This is an optimization exercise on Yosys and OpenROAD, whose aim is small area, a short achievable clock period and few clock cycles, not a production implementation. At most, simulation tests tie the RTL to the original design; equivalence was not proved. Function not checked in run 3: the RTL went through the layout flow alone. Power and IR drop assume default switching activity.

==> flow/flow/run.sh <==
#!/bin/bash
# Own layout flow: the standard flow (standard.sh), with the standard
# synthesis run first and on its own. For the layout steps it changes only
# how timing is repaired:
#  - timing repair aims for a setup slack of MARGIN ns at the design's clock
#    period, so the layout is optimised for a shorter period than 15 ns;
#  - every port still gets a buffer, but a plain buffer rather than the delay
#    cell buffer_ports picks by default;
#  - gate sizing may use any cell of the same function, not only cells of the
#    same footprint.
set -euo pipefail
MARGIN=10.7
bash standard.sh synth > synth.log 2>&1
bash standard.sh SETUP_SLACK_MARGIN=$MARGIN MATCH_CELL_FOOTPRINT=0 \
   "BUFFER_PORTS_ARGS=-buffer_cell sky130_fd_sc_hd__buf_4" finish > layout.log 2>&1
==> flow/constraint.sdc <==
create_clock -name core_clock -period 15.0 [get_ports {clk}]
set_input_delay 3.0000 -clock core_clock [delete_from_list [all_inputs] [get_ports {clk}]]
set_output_delay 3.0000 -clock core_clock [all_outputs]
set_load 0.01 [all_outputs]
==> flow/standard.sh <==
#!/bin/bash
# synth_recipe.tcl (not shown) runs the flow's synth.tcl, then flattens the netlist and writes it again
# the make line also repeats each setting of config.mk as NAME=value (left out here)
make -C /OpenROAD-flow-scripts/flow DESIGN_CONFIG=/design/flow/config.mk WORK_HOME=/design/flow/orfs CLKGATE_MAP_FILE= SYNTH_SCRIPT=/design/flow/synth_recipe.tcl "${@:-finish}"
==> flow/config.mk <==
export PLATFORM = sky130hd
export DESIGN_NAME = sccpu
export DESIGN_NICKNAME = sccpu
export VERILOG_FILES = /design/flow/design.v
export SDC_FILE = /design/flow/constraint.sdc
export NUM_CORES = 8
export LEC_CHECK = 0
export CAP_MARGIN = 20
export CORE_MARGIN = 2
export CORE_UTILIZATION = 55
export CTS_CLUSTER_DIAMETER = 80
export CTS_CLUSTER_SIZE = 24
export SLEW_MARGIN = 20
export SYNTH_HIERARCHICAL = 1
export TNS_END_PERCENT = 0
==> flow/design.v <==
module RF(
   input         clk,
   input         rst,
   input         we,         
   input  [31:1] S1, S2,       
   output [31:1] VN,           
   input  [4:0]  A3,
   input  [31:0] WD,
   input         BP1, BP2,     
   input  [31:0] BV,
   output [31:0] RD1, RD2
);
   wire [31:0] q [0:31];
   reg  [31:1] vld;
   assign q[0] = 32'd0;
   genvar g;
   generate
      for (g = 1; g < 32; g = g + 1) begin : r
         reg [31:0] d;
         always @(posedge clk)
            if (we && A3 == g)
               d <= WD;
         always @(posedge clk, posedge rst)
            if (rst)
               vld[g] <= 1'b0;
            else if (we && A3 == g)
               vld[g] <= 1'b1;
         assign q[g] = d;
      end
   endgenerate
   wire [31:0] wdec = 32'd1 << A3;
   assign VN = vld | (wdec[31:1] & {31{we}});
   wire [31:0] sel1 = {S1, BP1};
   wire [31:0] sel2 = {S2, BP2};
   genvar j;
   generate
      for (j = 0; j < 32; j = j + 1) begin : rdb
         wire [31:0] col;
         assign col[0] = BV[j];
         for (g = 1; g < 32; g = g + 1) begin : c
            assign col[g] = q[g][j];
         end
         RF_bit U1 (.s(sel1), .d(col), .o(RD1[j]));
         RF_bit U2 (.s(sel2), .d(col), .o(RD2[j]));
      end
   endgenerate
endmodule
module RF_bit(input [31:0] s, input [31:0] d, output o);
   assign o = |(s & d);
endmodule
module sccpu( clk, rst, instr, readdata, PC, MemWrite, aluout, writedata);
   input         clk;
   input         rst;
   input  [31:0] instr;
   input  [31:0] readdata;
   output [31:0] PC;
   output        MemWrite;
   output [31:0] aluout;
   output [31:0] writedata;
   reg  [31:0] pc_r;
   reg         btb_v;
   reg  [9:0]  btb_tag;       
   reg  [13:0] btb_tl;        
   reg         stall;         
   reg  [31:1] p_s1, p_s2;    
   reg         p_bp1, p_bp2;  
   reg         d_v;           
   reg  [31:0] d_ir;
   reg  [31:0] d_pc4;
   reg         d_btb;         
   reg         e_we, e_ld, e_st, e_br, e_jr;
   reg         e_bne, e_pred;
   reg  [4:0]  e_dst;
   reg  [31:0] e_a, e_b, e_sd;
   reg  [31:0] e_addr;        
   reg         e_eq;          
   reg  [4:0]  e_shamt;
   reg         e_shv;         
   reg         e_fa, e_fb, e_fsd;    
   reg         r_as, r_inv, r_and, r_or, r_nor, r_slt, r_sltu,
               r_sll, r_sh, r_sra, r_pb, r_pa;
   reg         m_we;
   reg  [4:0]  m_dst;
   reg  [31:0] m_res;
   assign PC = pc_r;
   wire [31:0] pc4   = pc_r + 32'd4;
   wire        f_j   = (instr[31:27] == 5'b00001);          
   wire [31:0] f_jt  = {pc4[31:28], instr[25:0], 2'b00};
   wire        f_hit = btb_v & (pc4[11:2] == btb_tag);
   wire [31:0] f_bt  = {pc_r[31:14], btb_tl};
   wire [5:0]  fop   = instr[31:26];
   wire        f_mem = (fop == 6'h23) | (fop == 6'h2b);       
   wire        f_sw  = (fop == 6'h2b);
   wire [5:0]  op  = d_ir[31:26];
   wire [5:0]  fn  = d_ir[5:0];
   wire [4:0]  rs  = d_ir[25:21];
   wire [4:0]  rt  = d_ir[20:16];
   wire [4:0]  rd  = d_ir[15:11];
   wire [15:0] imm = d_ir[15:0];
   wire rtype  = (op == 6'h00);
   wire f_add  = rtype & (fn == 6'h20 | fn == 6'h21);
   wire f_sub  = rtype & (fn == 6'h22 | fn == 6'h23);
   wire f_and  = rtype & (fn == 6'h24);
   wire f_or   = rtype & (fn == 6'h25);
   wire f_nor  = rtype & (fn == 6'h27);
   wire f_slt  = rtype & (fn == 6'h2a);
   wire f_sltu = rtype & (fn == 6'h2b);
   wire f_sll  = rtype & (fn == 6'h00);
   wire f_srl  = rtype & (fn == 6'h02);
   wire f_sra  = rtype & (fn == 6'h03);
   wire f_sllv = rtype & (fn == 6'h04);
   wire f_srlv = rtype & (fn == 6'h06);
   wire f_jr   = rtype & (fn == 6'h08);
   wire f_jalr = rtype & (fn == 6'h09);
   wire f_pa   = rtype & ~(f_add | f_sub | f_and | f_or | f_nor | f_slt | f_sltu |
                           f_sll | f_srl | f_sra | f_sllv | f_srlv | f_jalr);
   wire i_addi = (op == 6'h08);
   wire i_andi = (op == 6'h0c);
   wire i_ori  = (op == 6'h0d);
   wire i_slti = (op == 6'h0a);
   wire i_lui  = (op == 6'h0f);
   wire i_lw   = (op == 6'h23);
   wire i_sw   = (op == 6'h2b);
   wire i_beq  = (op == 6'h04);
   wire i_bne  = (op == 6'h05);
   wire i_jal  = (op == 6'h03);
   wire use_imm  = i_addi | i_andi | i_ori | i_slti | i_lui | i_lw | i_sw;
   wire use_link = i_jal | f_jalr;
   wire sext     = i_addi | i_slti | i_lw | i_sw;
   wire wr_rt    = i_addi | i_andi | i_ori | i_slti | i_lui | i_lw;
   wire wr_31    = i_jal | f_jalr;
   wire regwr    = rtype | wr_rt | i_jal;
   wire [4:0] dst = wr_31 ? 5'd31 : (wr_rt ? rt : rd);
   wire [31:0] rsv, rtv;
   wire [31:1] vn;
   RF U_RF (.clk(clk), .rst(rst), .we(m_we), .S1(p_s1), .S2(p_s2), .VN(vn), .A3(m_dst),
            .WD(m_res), .BP1(p_bp1), .BP2(p_bp2), .BV(m_res),
            .RD1(rsv), .RD2(rtv));
   wire [31:0] immx = i_lui ? {imm, 16'd0} :
                      sext  ? {{16{imm[15]}}, imm} : {16'd0, imm};
   wire        d_isbr = i_beq | i_bne;
   wire [31:0] d_bt   = d_pc4 + {{14{imm[15]}}, imm, 2'b00};
   wire        d_bb   = d_isbr & imm[15];         
   wire [31:0] d_nx   = d_bb ? d_bt : d_pc4;      
   wire [31:0] d_alt  = imm[15] ? d_pc4 : d_bt;
   wire        use_rt = ~(use_imm | use_link | d_isbr);
   wire [31:0] bsel   = d_isbr ? d_alt : (use_link ? d_pc4 : immx);
   wire [31:0] bval   = use_rt ? rtv : bsel;
   wire [31:0] addr   = rsv + {{16{imm[15]}}, imm};
   wire [31:0] a  = e_fa  ? m_res : e_a;
   wire [31:0] b  = e_fb  ? m_res : e_b;
   wire [32:0] s33 = {1'b0, a} + {1'b0, b ^ {32{r_inv}}} + {32'd0, r_inv};
   wire        ltu = ~s33[32];
   wire        lts = (a[31] ^ b[31]) ? a[31] : s33[31];
   wire [4:0]  sh  = e_shv ? a[4:0] : e_shamt;
   wire [31:0] brev, srev, shr;
   wire [31:0] shin = r_sll ? brev : b;
   wire [63:0] shx  = {{32{r_sra & b[31]}}, shin} >> sh;
   assign shr = shx[31:0];
   genvar k;
   generate
      for (k = 0; k < 32; k = k + 1) begin : rv
         assign brev[k] = b[31-k];
         assign srev[k] = shr[31-k];
      end
   endgenerate
   wire [31:0] shres = r_sll ? srev : shr;
   wire [31:0] res = ({32{r_as}}  & s33[31:0])
                   | {31'd0, (r_slt & lts) | (r_sltu & ltu)}
                   | ({32{r_and}} & (a & b))
                   | ({32{r_or}}  & (a | b))
                   | ({32{r_nor}} & ~(a | b))
                   | ({32{r_sh}}  & shres)
                   | ({32{r_pb}}  & b)
                   | ({32{r_pa}}  & a);
   wire        eq = e_fa  ? (e_fsd ? 1'b1 : (m_res == e_sd)) :
                    e_fsd ? (e_a == m_res) : e_eq;
   wire        taken    = eq ^ e_bne;
   wire        mispred  = e_br & (taken ^ e_pred);
   wire        e_redir  = mispred | e_jr;
   wire [31:0] e_target = e_jr ? a : e_b;
   assign aluout    = e_addr;
   assign writedata = e_sd;
   assign MemWrite  = e_st;
   wire [31:0] ck_b = {{14{imm[15]}}, imm, 2'b00};
   wire [31:0] ck_k = d_pc4 ^ ck_b ^ pc_r;
   wire [31:0] ck_z = {(d_pc4[30:0] & ck_b[30:0]) | ((d_pc4[30:0] ^ ck_b[30:0]) & ~pc_r[30:0]), 1'b0};
   wire        d_btbok = d_bb & (ck_k == ck_z);
   wire        d_redir = d_v & ~stall & ~e_redir & (d_btb ? ~d_btbok : d_bb);
   wire [31:0] pc_nj = e_redir ? e_target :
                       stall   ? pc_r :
                       d_redir ? d_nx :
                       f_hit   ? f_bt : pc4;
   wire        take_j = f_j & ~(e_redir | stall | d_redir);
   always @(posedge clk, posedge rst)
      if (rst)
         pc_r <= 32'd0;
      else
         pc_r <= take_j ? f_jt : pc_nj;
   always @(posedge clk, posedge rst)
      if (rst)
         d_v <= 1'b0;
      else if (e_redir)
         d_v <= 1'b0;
      else if (!stall)
         d_v <= ~d_redir;
   always @(posedge clk)
      if (!stall) begin
         d_ir  <= instr;
         d_pc4 <= pc4;
         d_btb <= f_hit & ~f_j;
      end
   wire go = d_v & ~stall & ~e_redir;      
   wire go_we = go & regwr & (dst != 5'd0);
   wire [4:0]  nrs = stall ? rs : instr[25:21];
   wire [4:0]  nrt = stall ? rt : instr[20:16];
   wire [31:0] oh1 = 32'd1 << nrs;
   wire [31:0] oh2 = 32'd1 << nrt;
   wire        bp1 = e_we & (e_dst == nrs);
   wire        bp2 = e_we & (e_dst == nrt);
   always @(posedge clk) begin
      p_s1  <= oh1[31:1] & vn & {31{~bp1}};
      p_s2  <= oh2[31:1] & vn & {31{~bp2}};
      p_bp1 <= bp1;
      p_bp2 <= bp2;
   end
   always @(posedge clk, posedge rst)
      if (rst)
         stall <= 1'b0;
      else
         stall <= go_we & ~d_redir &
                  ((f_mem & instr[25:21] == dst) | (f_sw & instr[20:16] == dst));
   always @(posedge clk, posedge rst)
      if (rst) begin
         e_we <= 1'b0; e_ld <= 1'b0; e_st <= 1'b0; e_br <= 1'b0; e_jr <= 1'b0;
      end else begin
         e_we <= go_we;
         e_ld <= go & i_lw;
         e_st <= go & i_sw;
         e_br <= go & d_isbr;
         e_jr <= go & (f_jr | f_jalr);
      end
   always @(posedge clk) begin
      e_dst   <= dst;
      e_bne   <= i_bne;
      e_pred  <= imm[15];
      e_a     <= rsv;
      e_b     <= bval;
      e_sd    <= rtv;
      e_addr  <= addr;
      e_eq    <= (rsv == rtv);
      e_shamt <= d_ir[10:6];
      e_shv   <= f_sllv | f_srlv;
      e_fa    <= e_we & (e_dst == rs);
      e_fb    <= e_we & (e_dst == rt) & use_rt;
      e_fsd   <= e_we & (e_dst == rt);
      r_as    <= f_add | i_addi | i_lw | i_sw | f_sub;
      r_inv   <= f_sub | f_slt | i_slti | f_sltu;
      r_and   <= f_and | i_andi;
      r_or    <= f_or | i_ori;
      r_nor   <= f_nor;
      r_slt   <= f_slt | i_slti;
      r_sltu  <= f_sltu;
      r_sll   <= f_sll | f_sllv;
      r_sh    <= f_sll | f_sllv | f_srl | f_srlv | f_sra;
      r_sra   <= f_sra;
      r_pb    <= i_lui | use_link;
      r_pa    <= f_pa;
   end
   always @(posedge clk, posedge rst)
      if (rst)
         m_we <= 1'b0;
      else
         m_we <= e_we;
   always @(posedge clk) begin
      m_dst <= e_dst;
      m_res <= e_ld ? readdata : res;
   end
   wire btb_we = d_v & ~stall & d_bb;
   always @(posedge clk, posedge rst)
      if (rst)
         btb_v <= 1'b0;
      else if (btb_we)
         btb_v <= 1'b1;
   always @(posedge clk)
      if (btb_we) begin
         btb_tag <= d_pc4[11:2];
         btb_tl  <= d_bt[13:0];
      end
endmodule
==> results of run 1 <==
[Yosys stat by module (local to each module, per instance)]
module,cells inside,flops+latches
RF,1149,1023
sccpu,3110,388
RF_bit,21,0
[cell families after synthesis]
kind of cell               share of synthesized area
xor gates and xnor gates                     0.03771
AOI/OAI and AO/OA                             0.2075
and+or+nand+nor                              0.09791
muxes                                        0.03859
buffers and inverters                        0.01758
DFF                                           0.5736
adders and majority gates                    0.02708
[state kept, by name (all words and copies together) (netlist names), 32 cells and up]
signal / count
d_ir: 32
U_RF.r.d: 992
e_sd: 32
pc_r: 32
e_a: 32
e_b: 32
d_pc4: 32
m_res: 32
e_addr: 32
[what timing repair did]
item / 4_1_cts / 5_1_grt
cloned: 2 / 1
pin swaps: 5 / 20
resized for setup: 48 / 95
endpoints found under the setup margin: 134 / 141
hold buffers: 0 / 0
buffers inserted: 2 / 6
[worst paths after layout]
path,end,slack (ps)
worst min-delay path,U_RF.vld[8],470
min in group asynchronous,U_RF.vld[8],2370
worst min register to register,U_RF.vld[8],470
worst max register to register,m_res[19],10530
max in group asynchronous,pc_r[10],11970
worst max-delay path,writedata[7],10490
[routing by layer]
metal  share of wire  up-vias
met5          0.0017        -
met4           0.066       48
met3            0.18      955
met2            0.39     5167
met1            0.37    28370
li1                -    23300
[where the power goes]
group / total (mW) / switching (mW) / internal, mW / leakage [nW]
clock network: 2.50 / 1.43 / 1.08 / 1.26
registers: 4.98 / 0.376 / 4.60 / 13.0
logic: 2.58 / 1.68 / 0.895 / 12.0
total: 10.1 / 3.48 / 6.58 / 26.3
[cells in the mapped netlist, types with 13 or more instances]
cell type	n	area, µm²
sky130_fd_sc_hd__a31oi_1	45	281.5
sky130_fd_sc_hd__a221oi_1	23	201.4
sky130_fd_sc_hd__o31ai_1	16	120.1
sky130_fd_sc_hd__nor2_1	288	1081
sky130_fd_sc_hd__a22oi_1	965	7244
sky130_fd_sc_hd__buf_1	16	60.06
sky130_fd_sc_hd__fa_1	32	640.6
sky130_fd_sc_hd__xor2_1	79	691.9
sky130_fd_sc_hd__inv_1	123	461.7
sky130_fd_sc_hd__mux2i_1	144	1441
sky130_fd_sc_hd__nor3_1	55	275.3
sky130_fd_sc_hd__o211ai_1	39	292.8
sky130_fd_sc_hd__dfxtp_1	258	5165
sky130_fd_sc_hd__o21bai_1	66	495.5
sky130_fd_sc_hd__o21a_1	22	165.2
sky130_fd_sc_hd__a211o_1	15	131.4
sky130_fd_sc_hd__mux4_2	28	630.6
sky130_fd_sc_hd__or3_1	18	112.6
sky130_fd_sc_hd__o22ai_1	24	150.1
sky130_fd_sc_hd__xnor2_1	217	1901
sky130_fd_sc_hd__and3_1	92	575.6
sky130_fd_sc_hd__nor4_1	36	225.2
sky130_fd_sc_hd__nand3_1	59	295.3
sky130_fd_sc_hd__o21ai_0	152	760.7
sky130_fd_sc_hd__nand3b_1	16	120.1
sky130_fd_sc_hd__nand2b_1	25	156.4
sky130_fd_sc_hd__o221ai_1	15	131.4
sky130_fd_sc_hd__mux2_2	48	540.5
sky130_fd_sc_hd__nand2_1	240	900.9
sky130_fd_sc_hd__a21oi_1	255	1276
sky130_fd_sc_hd__a22oi_2	64	800.8
sky130_fd_sc_hd__and2_1	22	137.6
sky130_fd_sc_hd__a221o_1	15	150.1
sky130_fd_sc_hd__edfxtp_1	1081	32460
sky130_fd_sc_hd__or4_1	71	533.0
sky130_fd_sc_hd__dfrtp_1	72	1802
sky130_fd_sc_hd__nor2b_1	27	168.9
sky130_fd_sc_hd__clkbuf_1	128	480.5
sky130_fd_sc_hd__ha_1	96	1201
sky130_fd_sc_hd__buf_2	24	120.1
sky130_fd_sc_hd__a2bb2oi_1	13	113.9
sky130_fd_sc_hd__a211oi_1	68	510.5
sky130_fd_sc_hd__a21o_1	45	337.8
sky130_fd_sc_hd__nand4_1	294	1839
[cells in the final DEF (no fill, tap or decap), types with 58 or more instances in the layout]
master,netlist,routed
sky130_fd_sc_hd__a211oi_1,68,65
sky130_fd_sc_hd__a21oi_1,255,252
sky130_fd_sc_hd__a22oi_1,965,958
sky130_fd_sc_hd__a22oi_2,64,71
sky130_fd_sc_hd__and3_1,92,92
sky130_fd_sc_hd__buf_4,8,319
sky130_fd_sc_hd__clkbuf_16,0,82
sky130_fd_sc_hd__dfrtp_1,72,65
sky130_fd_sc_hd__dfxtp_1,258,215
sky130_fd_sc_hd__edfxtp_1,1081,1081
sky130_fd_sc_hd__ha_1,96,90
sky130_fd_sc_hd__inv_1,123,121
sky130_fd_sc_hd__mux2i_1,144,138
sky130_fd_sc_hd__nand2_1,240,237
sky130_fd_sc_hd__nand3_1,59,58
sky130_fd_sc_hd__nand4_1,294,294
sky130_fd_sc_hd__nor2_1,288,255
sky130_fd_sc_hd__o21ai_0,152,144
sky130_fd_sc_hd__o21bai_1,66,66
sky130_fd_sc_hd__xnor2_1,217,216
sky130_fd_sc_hd__xor2_1,79,78
[layout make-up]
cell class	instances	area share
inverter	124	0.006104
timing repair buffer	362	0.03838
sequential	1411	0.5180
tap	1637	0.02686
multi-input combinational	3892	0.3763
clock inverter	32	0.006202
clock buffer	102	0.02801
antenna	4	0.0001313
[worst register-to-register path, stage by stage (launching register included)]
cell and delay [ps]:
sky130_fd_sc_hd__dfxtp_4 580, sky130_fd_sc_hd__buf_4 460, sky130_fd_sc_hd__mux2i_1 340, sky130_fd_sc_hd__xnor2_1 210
sky130_fd_sc_hd__ha_1 400, sky130_fd_sc_hd__a21o_1 190, sky130_fd_sc_hd__a21o_1 230, sky130_fd_sc_hd__a211o_1 330
sky130_fd_sc_hd__nand3_1 100, sky130_fd_sc_hd__nand2_1 100, sky130_fd_sc_hd__a31oi_1 450, sky130_fd_sc_hd__xnor2_1 120
sky130_fd_sc_hd__a211oi_1 570, sky130_fd_sc_hd__a32oi_1 210
==> impl_metrics.sql, run 1 <==
INSERT INTO impl_metrics (metric_group, metric, value, unit) VALUES
('run_status', 'result_of_the_run', 'no timing/DRC/antenna violations', ''),
('yosys', 'synth_seq_area_share', '0.5736', ''),
('power', 'power_per_cell_area', '131.9', 'nW/µm²'),
('place', 'hpwl', '198900', 'µm'),
('final_layout', 'multi_input_area', '28690', 'µm²'),
('grt', 'maximum_number_of_pins_on_one_net_before_global_route_repair', '67', ''),
('sta', 'fmaxAchievable', '221.8', 'MHz'),
('power', 'ir_worst_vdd', '0.1368', 'mV'),
('floorplan', 'die_height', '357.5', 'µm'),
('place', 'placed_cells', '7415', ''),
('sta', 'worst-slew-pin-transition', '1128', 'ps'),
('final_layout', 'register_area', '39500', 'µm²'),
('floorplan', 'floorplan.initialDensity', '0.5553', ''),
('cts', 'cts-htree-levels', '3', ''),
('yosys', 'postSynth.asyncResetShare', '0.05103', ''),
('grt', 'grt_pass1_vias', '52630', ''),
('routing', 'drt_wl_total', '298600', 'µm'),
('final_layout', 'final_core_util', '0.6160', ''),
('routing', 'vias', '57840', ''),
('yosys', 'yosys.cell_types.count', '97', ''),
('routing', 'detail_route.wl_per_cell', '39.48', 'µm'),
('final_layout', 'area_growth', '10.93', '%'),
('routing', 'drtPass1Iterations', '7', ''),
('sta', 'rsz_0062_raised_after_global_routing', 'yes', ''),
('place', 'port_buffers', '162', ''),
('sta', 'finClkSkew', '31.70', 'ps'),
('cts', 'clk_latency', '730', 'ps'),
('cts', 'clkTransAtPathRegs', '100', 'ps'),
('critical_path', 'r2r_cells', '13', ''),
('yosys', 'synthFlopType', 'sky130_fd_sc_hd__edfxtp_1', ''),
('grt', 'met3_demand_to_capacity_share_in_global_routing', '0.2017', ''),
('cts', 'number_of_cts_inserted_buffers', '79', ''),
('grt', 'grt_antenna_before_repair', '35', ''),
('power', 'power_leakage', '26.26', 'nW'),
('sta', 'hold_viol', '0', ''),
('routing', 'remaining_drcs', '0', ''),
('critical_path', 'required', '12000', 'ps'),
('critical_path', 'worst_path_largest_cell_delay', '580', 'ps'),
('grt', 'grt.overflow.total', '0', ''),
('power', 'total_power', '10.06', 'mW'),
('critical_path', 'critical_path_class', 'reg2out', ''),
('critical_path', 'rr_startpoint', 'm_res[5]', ''),
('yosys', 'synth_warnings', '8', ''),
('worst_hold_path', 'whs_path_depth', '1', ''),
('worst_hold_path', 'min_path_type', 'reg2reg', ''),
('final_layout', 'design_area', '76250', 'µm²'),
('critical_path', 'crit_path_end_kind', 'output port', ''),
('floorplan', 'fp.coreArea', '123800', 'µm²'),
('critical_path', 'critical_path.cell_chain', 'buf_4', ''),
('floorplan', 'floorplan.rows', '129', ''),
('worst_hold_path', 'holdCritStartpoint', 'U_RF.vld[8]', ''),
('cts', 'clock_sink_count', '1411', ''),
('yosys', 'synth_nets', '5797', ''),
('grt', 'global_route_wire_length_before_repair', '409700', 'µm'),
('final_layout', 'fill_cells', '9880', ''),
('floorplan', 'number_of_ports_placed_on_the_die_boundary', '163', ''),
('yosys', 'synth_cells', '5603', ''),
('critical_path', 'cpLargestDelayFamily', 'flip-flops', ''),
('critical_path', 'worst_setup_path_start_kind', 'flop', ''),
('place', 'gpl.final_weighted_congestion', '1.028', ''),
('place', 'place_ws', '9679', 'ps'),
('final_layout', 'drive_above_1_share', '0.1356', ''),
('sta', 'fin_worst_hold_slack', '471.1', 'ps'),
('routing', 'drt_via_density', '7.647', ''),
('yosys', 'post_synth_instance_area', '68740', 'µm²'),
('cts', 'max-clock-path-buffers', '3', ''),
('flow_run', 'cap_violations', '0', ''),
('sta', 'timing.slew.headroom', '0.2481', ''),
('final_layout', 'final_cell_count_no_fill', '7564', ''),
('grt', 'globalRouteMet2Util', '0.6138', ''),
('cts', 'root_buffer', 'sky130_fd_sc_hd__clkbuf_16', '');
Testbench counts, summed over its fixed seeds: cycles 71,888.
==> run 2: changes to the inputs <==
--- a/flow/design.v
+++ b/flow/design.v
@@ -48,3 +48,17 @@
 module RF_bit(input [31:0] s, input [31:0] d, output o);
-   assign o = |(s & d);
+   wire [10:0] n;
+   genvar i;
+   generate
+      for (i = 0; i < 10; i = i + 1) begin : g
+         RF_aoi3 u (.s(s[3*i+2:3*i]), .d(d[3*i+2:3*i]), .y(n[i]));
+      end
+   endgenerate
+   RF_aoi2 u10 (.s(s[31:30]), .d(d[31:30]), .y(n[10]));
+   assign o = ~&n;
+endmodule
+module RF_aoi3(input [2:0] s, input [2:0] d, output y);
+   assign y = ~|(s & d);
+endmodule
+module RF_aoi2(input [1:0] s, input [1:0] d, output y);
+   assign y = ~|(s & d);
 endmodule
==> impl_metrics.sql, run 2 <==
INSERT INTO impl_metrics (metric_group, metric, value, unit) VALUES
('yosys', 'synth_nets', '5413', ''),
('flow_run', 'cap_violations', '0', ''),
('grt', 'grt_pass1_vias', '50980', ''),
('place', 'placed_cells', '7016', ''),
('final_layout', 'finalNetCount', '5689', ''),
('place', 'place_ws', '9726', 'ps'),
('place', 'port_buffers', '162', ''),
('routing', 'post_drt_antenna_nets', '0', ''),
('yosys', 'post_synth_instance_area', '67380', 'µm²'),
('critical_path', 'critical_path.cell_chain', 'buf_4', ''),
('cts', 'root_buffer', 'sky130_fd_sc_hd__clkbuf_16', ''),
('routing', 'drt_via_density', '7.835', ''),
('final_layout', 'largest_register_ff_count', '992', ''),
('power', 'clock_power_share', '0.243', ''),
('floorplan', 'number_of_ports_placed_on_the_die_boundary', '163', ''),
('place', 'hpwl', '193600', 'µm'),
('critical_path', 'cpLargestDelayFamily', 'flip-flops', ''),
('routing', 'drt-initial-drc-count', '13930', ''),
('final_layout', 'layout.cells.most_common_list', 'sky130_fd_sc_hd__edfxtp_1, sky130_fd_sc_hd__a222oi_1, sky130_fd_sc_hd__buf_4, sky130_fd_sc_hd__nor2_1, sky130_fd_sc_hd__a21oi_1', ''),
('yosys', 'synth_top_area_share', '0.4818', ''),
('yosys', 'synth_warnings', '8', ''),
('yosys', 'synthFlopType', 'sky130_fd_sc_hd__edfxtp_1', ''),
('grt', 'grt.overflow.total', '0', ''),
('cts', 'cts-htree-levels', '3', ''),
('critical_path', 'critPathSlowestCell', 'sky130_fd_sc_hd__dfxtp_1', ''),
('floorplan', 'die-area', '125300', 'µm²'),
('yosys', 'synth_seq_area_share', '0.5852', ''),
('critical_path', 'worstPathBufferInverterCount', '1', ''),
('routing', 'drt_wl_total', '289700', 'µm'),
('grt', 'global_route_wire_length_before_repair', '396100', 'µm'),
('floorplan', 'floorplan.rows', '128', ''),
('critical_path', 'required', '12000', 'ps'),
('yosys', 'synth_enable_flop_cells', '1081', ''),
('power', 'power_frac_comb', '0.258', ''),
('power', 'cell_internal_pwr', '6.535', 'mW'),
('sta', 'post-route-min-period', '4501', 'ps'),
('floorplan', 'die_x', '354.0', 'µm'),
('sta', 'fmaxAchievable', '222.2', 'MHz'),
('sta', 'final-max-slew-violation-count', '0', ''),
('power', 'power_leakage', '26.24', 'nW'),
('worst_hold_path', 'min_path_type', 'reg2reg', ''),
('yosys', 'cell_with_the_most_instances_after_synthesis', 'sky130_fd_sc_hd__edfxtp_1', ''),
('sta', 'timing.final.ws_setup', '10500', 'ps'),
('sta', 'finClkSkew', '44.62', 'ps'),
('routing', 'remaining_drcs', '0', ''),
('run_status', 'result_of_the_run', 'no timing/DRC/antenna violations', ''),
('sta', 'worst-slew-pin-transition', '1159', 'ps'),
('yosys', 'synthDominantAreaCellType', 'sky130_fd_sc_hd__edfxtp_1', ''),
('power', 'seq_power_share', '0.499', ''),
('grt', 'groute.usage.overall', '0.4476', ''),
('cts', 'max-clock-path-buffers', '3', ''),
('sta', 'rsz_0062_raised_after_global_routing', 'yes', ''),
('sta', 'timing.slew.headroom', '0.2262', ''),
('sta', 'hold_viol', '0', ''),
('yosys', 'yosys-top-cells-area', 'sky130_fd_sc_hd__edfxtp_1, sky130_fd_sc_hd__a222oi_1, sky130_fd_sc_hd__dfxtp_1, sky130_fd_sc_hd__xnor2_1, sky130_fd_sc_hd__dfrtp_1', ''),
('cts', 'cts_hold_bufs', '0', ''),
('grt', 'grt_antenna_before_repair', '34', ''),
('power', 'ir_worst_vdd', '0.1486', 'mV'),
('final_layout', 'fill_cells', '9663', ''),
('yosys', 'postSynth.asyncResetShare', '0.05103', ''),
('final_layout', 'area_growth', '10.93', '%'),
('cts', 'cts_tree', 'done', ''),
('floorplan', 'fp.coreArea', '121700', 'µm²'),
('critical_path', 'crit_arrival', '1500', 'ps'),
('critical_path', 'crit_path_end_kind', 'output port', ''),
('critical_path', 'worst_path_largest_cell_delay', '580', 'ps'),
('cts', 'clkTransAtPathRegs', '100', 'ps'),
('sta', 'final.setup.tns', '0', 'ps'),
('critical_path', 'crit_path_max_fanout', '1', ''),
('final_layout', 'largest-register', 'U_RF.r.d', ''),
('cts', 'clock_sink_count', '1411', ''),
('sta', 'period_share', '0.3001', ''),
('yosys', 'syn-mean-instance-area', '12.91', 'µm²'),
('power', 'p_sw', '3.402', 'mW'),
('critical_path', 'critical_path_class', 'reg2out', ''),
('final_layout', 'layout.cells.most_common', 'sky130_fd_sc_hd__edfxtp_1', ''),
('cts', 'clk_latency', '740', 'ps'),
('final_layout', 'final_cell_count_no_fill', '7172', ''),
('floorplan', 'floorplan.initialDensity', '0.5536', ''),
('power', 'power_per_cell_area', '133.0', 'nW/µm²'),
('floorplan', 'die_height', '354.0', 'µm'),
('final_layout', 'drive_above_1_share', '0.1492', ''),
('yosys', 'synth_cells', '5219', ''),
('routing', 'drtPass1Iterations', '14', ''),
('yosys', 'yosys.cell_types.count', '97', ''),
('routing', 'vias', '56200', ''),
('grt', 'maximum_number_of_pins_on_one_net_before_global_route_repair', '68', ''),
('power', 'proportion_of_total_power_due_to_net_switching', '0.3424', ''),
('sta', 'finalSetupViolCount', '0', ''),
('cts', 'number_of_cts_inserted_buffers', '77', ''),
('critical_path', 'worst_setup_path_start_kind', 'flop', ''),
('yosys', 'synth_common_cells', 'sky130_fd_sc_hd__edfxtp_1, sky130_fd_sc_hd__a222oi_1, sky130_fd_sc_hd__nor2_1', ''),
('place', 'gpl.final_weighted_congestion', '1.019', ''),
('yosys', 'yosys_register_bits', '1411', ''),
('routing', 'detail_route.wl_per_cell', '40.39', 'µm'),
('sta', 'fin_worst_hold_slack', '470.7', 'ps');
## run 2: cell count changes after synthesis
cell / previous run / this run
sky130_fd_sc_hd__or4_1: 71 / 7
sky130_fd_sc_hd__nand4_1: 294 / 166
sky130_fd_sc_hd__or3_1: 18 / 82
sky130_fd_sc_hd__a22oi_1: 965 / 5
sky130_fd_sc_hd__nand3_1: 59 / 123
sky130_fd_sc_hd__a222oi_1: 10 / 650
## run 2: layout make-up
class	instances	area, µm²	area share
antenna	4	10.01	0.0001339
clock buffer	101	2083	0.02787
clock inverter	26	351.6	0.004704
inverter	124	469.2	0.006277
multi-input combinational	3508	27330	0.3656
sequential	1411	39530	0.5288
tap	1625	2033	0.02720
timing repair buffer	373	2944	0.03939
## run 2: power by group through the flow
stage	Clock, mW	Sequential, mW	Combinational (mW)
floorplan	0	4.98	1.33
global placement	0	5.02	2.40
detailed placement	0	5.02	2.41
CTS	2.41	4.93	2.44
global route	2.54	4.96	2.67
finish	2.41	4.96	2.57
## run 2: path summary, 6_finish.rpt
check / slack (ps) / start / end / cells after the start
max reg2reg: 10500 / p_s1[22] / e_addr[17] / 13
min: 470 / U_RF.vld[4] / U_RF.vld[4] / 1
min in group asynchronous: 2350 / rst / U_RF.vld[13] / 3
max: 10500 / e_addr[16] / aluout[16] / 1
max in group asynchronous: 11970 / rst / pc_r[11] / 3
min reg2reg: 470 / U_RF.vld[4] / U_RF.vld[4] / 1
## run 2: routing by layer
metal	track usage	share of wire	wire [µm]
met5	0	0.00095	276
met4	0.2014	0.059	17150
met3	0.1857	0.18	52310
met2	0.6115	0.40	115300
met1	0.6210	0.36	104700
## run 2: repair_timing
| action | in CTS | in global routing |
|---|---|---|
| endpoints found under the hold margin | 0 | 0 |
| buffers inserted | 5 | 16 |
| endpoints found under the setup margin | 144 | 148 |
| cloned | 2 | 2 |
| resized for setup | 48 | 72 |
| pin swaps | 16 | 33 |
## run 2: kinds of logic (layout without fill, tap and decap cells)
logic type,count (synthesis),in the layout,share of synthesized area
buffers and inverters,302,624,0.01794
AND/OR/NAND/NOR,1216,1217,0.09157
multiplexers,223,223,0.03937
XOR/XNOR,296,296,0.03848
adder cells (fa/ha/maj),130,130,0.02763
other,0,4,0
flip-flops,1411,1411,0.5852
AO/OA/AOI/OAI,1641,1642,0.1998
## run 2: through the flow
| stage | area [µm²] | utilization | power, mW |
|---|---|---|---|
| global route | 74730 | 0.6140 | 10.17 |
| detailed placement | 71640 | 0.5885 | 7.433 |
| finish | 74740 | 0.6141 | 9.937 |
| floorplan | 67410 | - | 6.310 |
| global placement | 71640 | 0.5885 | 7.423 |
| CTS | 74260 | 0.6101 | 9.777 |
## run 2: per-module statistics from Yosys (local to each module, per instance)
module	times used	area (µm²)
RF_bit	64	23.77
sccpu	1	27290
RF	1	31360
RF_aoi3	640	10.01
RF_aoi2	64	12.51
Testbench counts of run 2, summed over its fixed seeds: cycles 71,888.
==> run 3: changes to the inputs <==
--- a/flow/design.v
+++ b/flow/design.v
@@ -86,2 +86,3 @@
    reg         e_bne, e_pred;
+   reg         e_skip1;       
    reg  [4:0]  e_dst;
@@ -140,2 +141,3 @@
    wire i_jal  = (op == 6'h03);
+   wire i_j    = (op == 6'h02);
    wire use_imm  = i_addi | i_andi | i_ori | i_slti | i_lui | i_lw | i_sw;
@@ -193,3 +195,5 @@
    wire        mispred  = e_br & (taken ^ e_pred);
-   wire        e_redir  = mispred | e_jr;
+   wire        d_seq    = ~(i_j | i_jal) & ~d_btb & ~d_bb;
+   wire        skip1    = e_br & e_skip1 & taken & d_seq;
+   wire        e_redir  = (mispred & ~skip1) | e_jr;
    wire [31:0] e_target = e_jr ? a : e_b;
@@ -226,3 +230,3 @@
       end
-   wire go = d_v & ~stall & ~e_redir;      
+   wire go = d_v & ~stall & ~e_redir & ~skip1;    
    wire go_we = go & regwr & (dst != 5'd0);
@@ -260,2 +264,3 @@
       e_pred  <= imm[15];
+      e_skip1 <= (imm == 16'd1);
       e_a     <= rsv;
==> impl_metrics.sql, run 3 <==
INSERT INTO impl_metrics (metric_group, metric, value, unit) VALUES
('yosys', 'cell_with_the_most_instances_after_synthesis', 'sky130_fd_sc_hd__edfxtp_1', ''),
('yosys', 'synth_cells', '5152', ''),
('sta', 'period_share', '0.3023', ''),
('routing', 'post_drt_antenna_nets', '0', ''),
('grt', 'groute.usage.overall', '0.4209', ''),
('power', 'seq_power_share', '0.503', ''),
('run_status', 'result_of_the_run', 'no timing/DRC/antenna violations', ''),
('yosys', 'synthFlopType', 'sky130_fd_sc_hd__edfxtp_1', ''),
('critical_path', 'critical_path.cell_chain', 'buf_4', ''),
('sta', 'rsz_0062_raised_after_global_routing', 'yes', ''),
('yosys', 'post_synth_instance_area', '67210', 'µm²'),
('routing', 'drtPass1Iterations', '14', ''),
('place', 'place_ws', '9264', 'ps'),
('critical_path', 'required', '12000', 'ps'),
('sta', 'finalSetupViolCount', '0', ''),
('grt', 'global_route_wire_length_before_repair', '377700', 'µm'),
('yosys', 'synth_top_area_share', '0.4830', ''),
('power', 'cell_internal_pwr', '6.449', 'mW'),
('power', 'power_leakage', '26.50', 'nW'),
('worst_hold_path', 'min_path_type', 'reg2reg', ''),
('power', 'p_sw', '3.306', 'mW'),
('final_layout', 'drive_above_1_share', '0.1444', ''),
('grt', 'grt_antenna_before_repair', '8', ''),
('routing', 'drt_via_density', '7.706', ''),
('critical_path', 'critPathSlowestCell', 'sky130_fd_sc_hd__dfrtp_1', ''),
('power', 'proportion_of_total_power_due_to_net_switching', '0.3389', ''),
('flow_run', 'cap_violations', '0', ''),
('place', 'gpl.final_weighted_congestion', '1.025', ''),
('sta', 'final-max-slew-violation-count', '0', ''),
('power', 'clock_power_share', '0.246', ''),
('grt', 'grt_pass1_vias', '50240', ''),
('critical_path', 'worst_path_largest_cell_delay', '610', 'ps'),
('floorplan', 'die_x', '353.6', 'µm'),
('sta', 'timing.slew.headroom', '0.1652', ''),
('critical_path', 'worst_setup_path_start_kind', 'flop', ''),
('routing', 'drt_wl_total', '273100', 'µm'),
('yosys', 'yosys_register_bits', '1412', ''),
('final_layout', 'finalNetCount', '5627', ''),
('final_layout', 'final_cell_count_no_fill', '7108', ''),
('critical_path', 'critical_path_class', 'reg2out', ''),
('final_layout', 'design_area', '74480', 'µm²'),
('yosys', 'postSynth.asyncResetShare', '0.05099', ''),
('grt', 'met1_usage', '0.6104', ''),
('sta', 'final.setup.tns', '0', 'ps'),
('floorplan', 'number_of_ports_placed_on_the_die_boundary', '163', ''),
('cts', 'root_buffer', 'sky130_fd_sc_hd__clkbuf_16', ''),
('yosys', 'syn-mean-instance-area', '13.05', 'µm²'),
('power', 'total_power', '9.755', 'mW'),
('yosys', 'synthDominantAreaCellType', 'sky130_fd_sc_hd__edfxtp_1', ''),
('yosys', 'yosys.cell_types.count', '107', ''),
('sta', 'fin_worst_hold_slack', '467.5', 'ps'),
('place', 'port_buffers', '162', ''),
('cts', 'number_of_cts_inserted_buffers', '77', ''),
('floorplan', 'die-area', '125000', 'µm²'),
('final_layout', 'largest_register_ff_count', '992', ''),
('sta', 'finClkSkew', '41.08', 'ps'),
('sta', 'fmaxAchievable', '220.6', 'MHz'),
('floorplan', 'floorplan.rows', '128', ''),
('place', 'placed_area', '71530', 'µm²'),
('yosys', 'synth_nets', '5346', ''),
('routing', 'remaining_drcs', '0', ''),
('power', 'ir_worst_vdd', '0.1426', 'mV'),
('yosys', 'yosys-top-cells-area', 'sky130_fd_sc_hd__edfxtp_1, sky130_fd_sc_hd__a222oi_1, sky130_fd_sc_hd__dfxtp_1, sky130_fd_sc_hd__dfrtp_1, sky130_fd_sc_hd__xor2_1', ''),
('routing', 'drt-initial-drc-count', '12650', ''),
('power', 'power_per_cell_area', '131.0', 'nW/µm²'),
('critical_path', 'worstPathBufferInverterCount', '1', ''),
('cts', 'clk_latency', '730', 'ps'),
('yosys', 'synth_enable_flop_cells', '1081', ''),
('cts', 'max-clock-path-buffers', '3', ''),
('sta', 'worst-slew-pin-transition', '1239', 'ps'),
('cts', 'cts_tree', 'done', ''),
('cts', 'clkTransAtPathRegs', '100', 'ps'),
('sta', 'hold_viol', '0', ''),
('cts', 'cts-htree-levels', '3', ''),
('grt', 'grt.overflow.total', '0', ''),
('yosys', 'synth_warnings', '8', ''),
('final_layout', 'largest-register', 'U_RF.r.d', ''),
('routing', 'vias', '54770', ''),
('grt', 'global_route.peak_usage_layer', 'met1', ''),
('final_layout', 'layout.cells.most_common', 'sky130_fd_sc_hd__edfxtp_1', ''),
('cts', 'clock_sink_count', '1412', ''),
('critical_path', 'crit_path_max_fanout', '6', ''),
('critical_path', 'crit_arrival', '1530', 'ps'),
('yosys', 'synth_seq_area_share', '0.5869', ''),
('power', 'power_frac_comb', '0.251', ''),
('yosys', 'synth_common_cells', 'sky130_fd_sc_hd__edfxtp_1, sky130_fd_sc_hd__a222oi_1, sky130_fd_sc_hd__dfxtp_1', ''),
('grt', 'met3_demand_to_capacity_share_in_global_routing', '0.1194', ''),
('final_layout', 'area_growth', '10.81', '%'),
('final_layout', 'final_core_util', '0.6127', ''),
('grt', 'maximum_number_of_pins_on_one_net_before_global_route_repair', '62', ''),
('critical_path', 'crit_path_end_kind', 'output port', ''),
('routing', 'detail_route.wl_per_cell', '38.42', 'µm'),
('place', 'hpwl', '186000', 'µm'),
('grt', 'globalRouteMet2Util', '0.5966', ''),
('sta', 'timing.final.ws_setup', '10470', 'ps'),
('floorplan', 'die_height', '353.6', 'µm'),
('floorplan', 'floorplan.initialDensity', '0.5529', ''),
('final_layout', 'layout.cells.most_common_list', 'sky130_fd_sc_hd__edfxtp_1, sky130_fd_sc_hd__a222oi_1, sky130_fd_sc_hd__buf_4, sky130_fd_sc_hd__nand2_1, sky130_fd_sc_hd__dfxtp_1', ''),
('sta', 'post-route-min-period', '4534', 'ps'),
('floorplan', 'fp.coreArea', '121600', 'µm²'),
('place', 'placed_cells', '6965', ''),
('critical_path', 'cpLargestDelayFamily', 'flip-flops', '');
[run 3: Yosys stat by module, one instance, submodules excluded]
| module | flip-flops and latches | cell area (µm²) | cells | copies in the design |
|---|---|---|---|---|
| RF | 1023 | 31360 | 1149 | 1 |
| sccpu | 389 | 27130 | 3043 | 1 |
| RF_bit | 0 | 23.77 | 4 | 64 |
| RF_aoi2 | 0 | 12.51 | 1 | 64 |
| RF_aoi3 | 0 | 10.01 | 1 | 640 |
[run 3: final timing paths]
path | end | slack, ps | start | cells after the start
max in group asynchronous | pc_r[3] | 11980 | rst | 3
hold / removal | m_dst[1] | 470 | e_dst[1] | 0
min in group asynchronous | U_RF.vld[18] | 2370 | rst | 3
hold reg to reg | m_dst[1] | 470 | e_dst[1] | 0
setup / recovery | PC[27] | 10470 | pc_r[27] | 1
setup reg to reg | m_res[8] | 10480 | m_res[0] | 12
[run 3: kinds of logic (layout without fill, tap and decap cells)]
logic type                 count (synthesis)  after routing  share of synthesized area
AOI/OAI and AO/OA                       1622           1622                     0.2000
xor gates and xnor gates                 304            304                    0.03982
adders and majority gates                129            129                    0.02755
buffers and inverters                    295            620                    0.01824
DFF                                     1412           1412                     0.5869
muxes                                    211            211                    0.03825
other                                      0              6                          0
and+or+nand+nor                         1179           1179                    0.08922
[run 3: routing by layer]
| metal | part of all wire | wire length, µm | vias up |
|---|---|---|---|
| met5 | 0.00090 | 245 | - |
| met4 | 0.050 | 13580 | 12 |
| met3 | 0.16 | 43390 | 605 |
| met2 | 0.41 | 112900 | 4943 |
| met1 | 0.38 | 103000 | 26880 |
| li1 | - | - | 22330 |
[run 3: timing repair]
item,in CTS,in global routing
hold buffers,0,0
setup endpoints to repair,131,151
setup buffers,11,3
pin swaps,8,25
gates resized for setup,65,46
[run 3: power by group through the flow]
stage          Combinational (mW)  Clock [mW]  Sequential (mW)
2_1_floorplan                1.27           0             4.94
3_3_place_gp                 2.29           0             4.97
3_5_place_dp                 2.30           0             4.96
4_1_cts                      2.34        2.39             4.88
5_1_grt                      2.56        2.52             4.91
6_report                     2.45        2.40             4.91
[run 3: layout make-up]
cell class | count | area, µm²
Antenna cell | 6 | 15.01
Clock buffer | 98 | 2058
Clock inverter | 25 | 342.8
Fill cell | 9486 | 47080
Inverter | 117 | 440.4
Multi-Input combinational cell | 3445 | 27170
Sequential cell | 1412 | 39470
Tap cell | 1625 | 2033
Timing Repair Buffer | 380 | 2940

[static timing again, ports no longer ideal]
The flow's constraints put no driver on any port. The routed layouts listed below were extracted and timed again, unchanged, in two steps. Step 1 sets driving cells, clkbuf_16 on the clock port and buf_2 on the other inputs (assumed; they add their load-dependent delay and slew). Step 2 adds t to the input delays and takes it off the output delays; t is the mean of the earliest and latest rising clock arrival at the registers after step 1. Input paths then give back, and output paths get back, about the clock's delay inside the block. a / b / c = no drivers / after step 1 / after step 2; a / b = the first two.
run	shift t [ns]	setup slack, ns	latest minus earliest clock arrival (ns)	pins driven straight from the clock port
run 1	0.796	10.492 / 10.412 / 9.848	0.032 / 0.033	1
run 2	0.804	10.499 / 10.411 / 9.854	0.045 / 0.045	1
run 3	0.796	10.466 / 10.381 / 9.753	0.041 / 0.041	1
After both steps setup and hold are still met in every run listed. For run 3, which loses most, drivers alone change the setup slack by -0.085 ns; drivers and shift together by -0.713 ns.
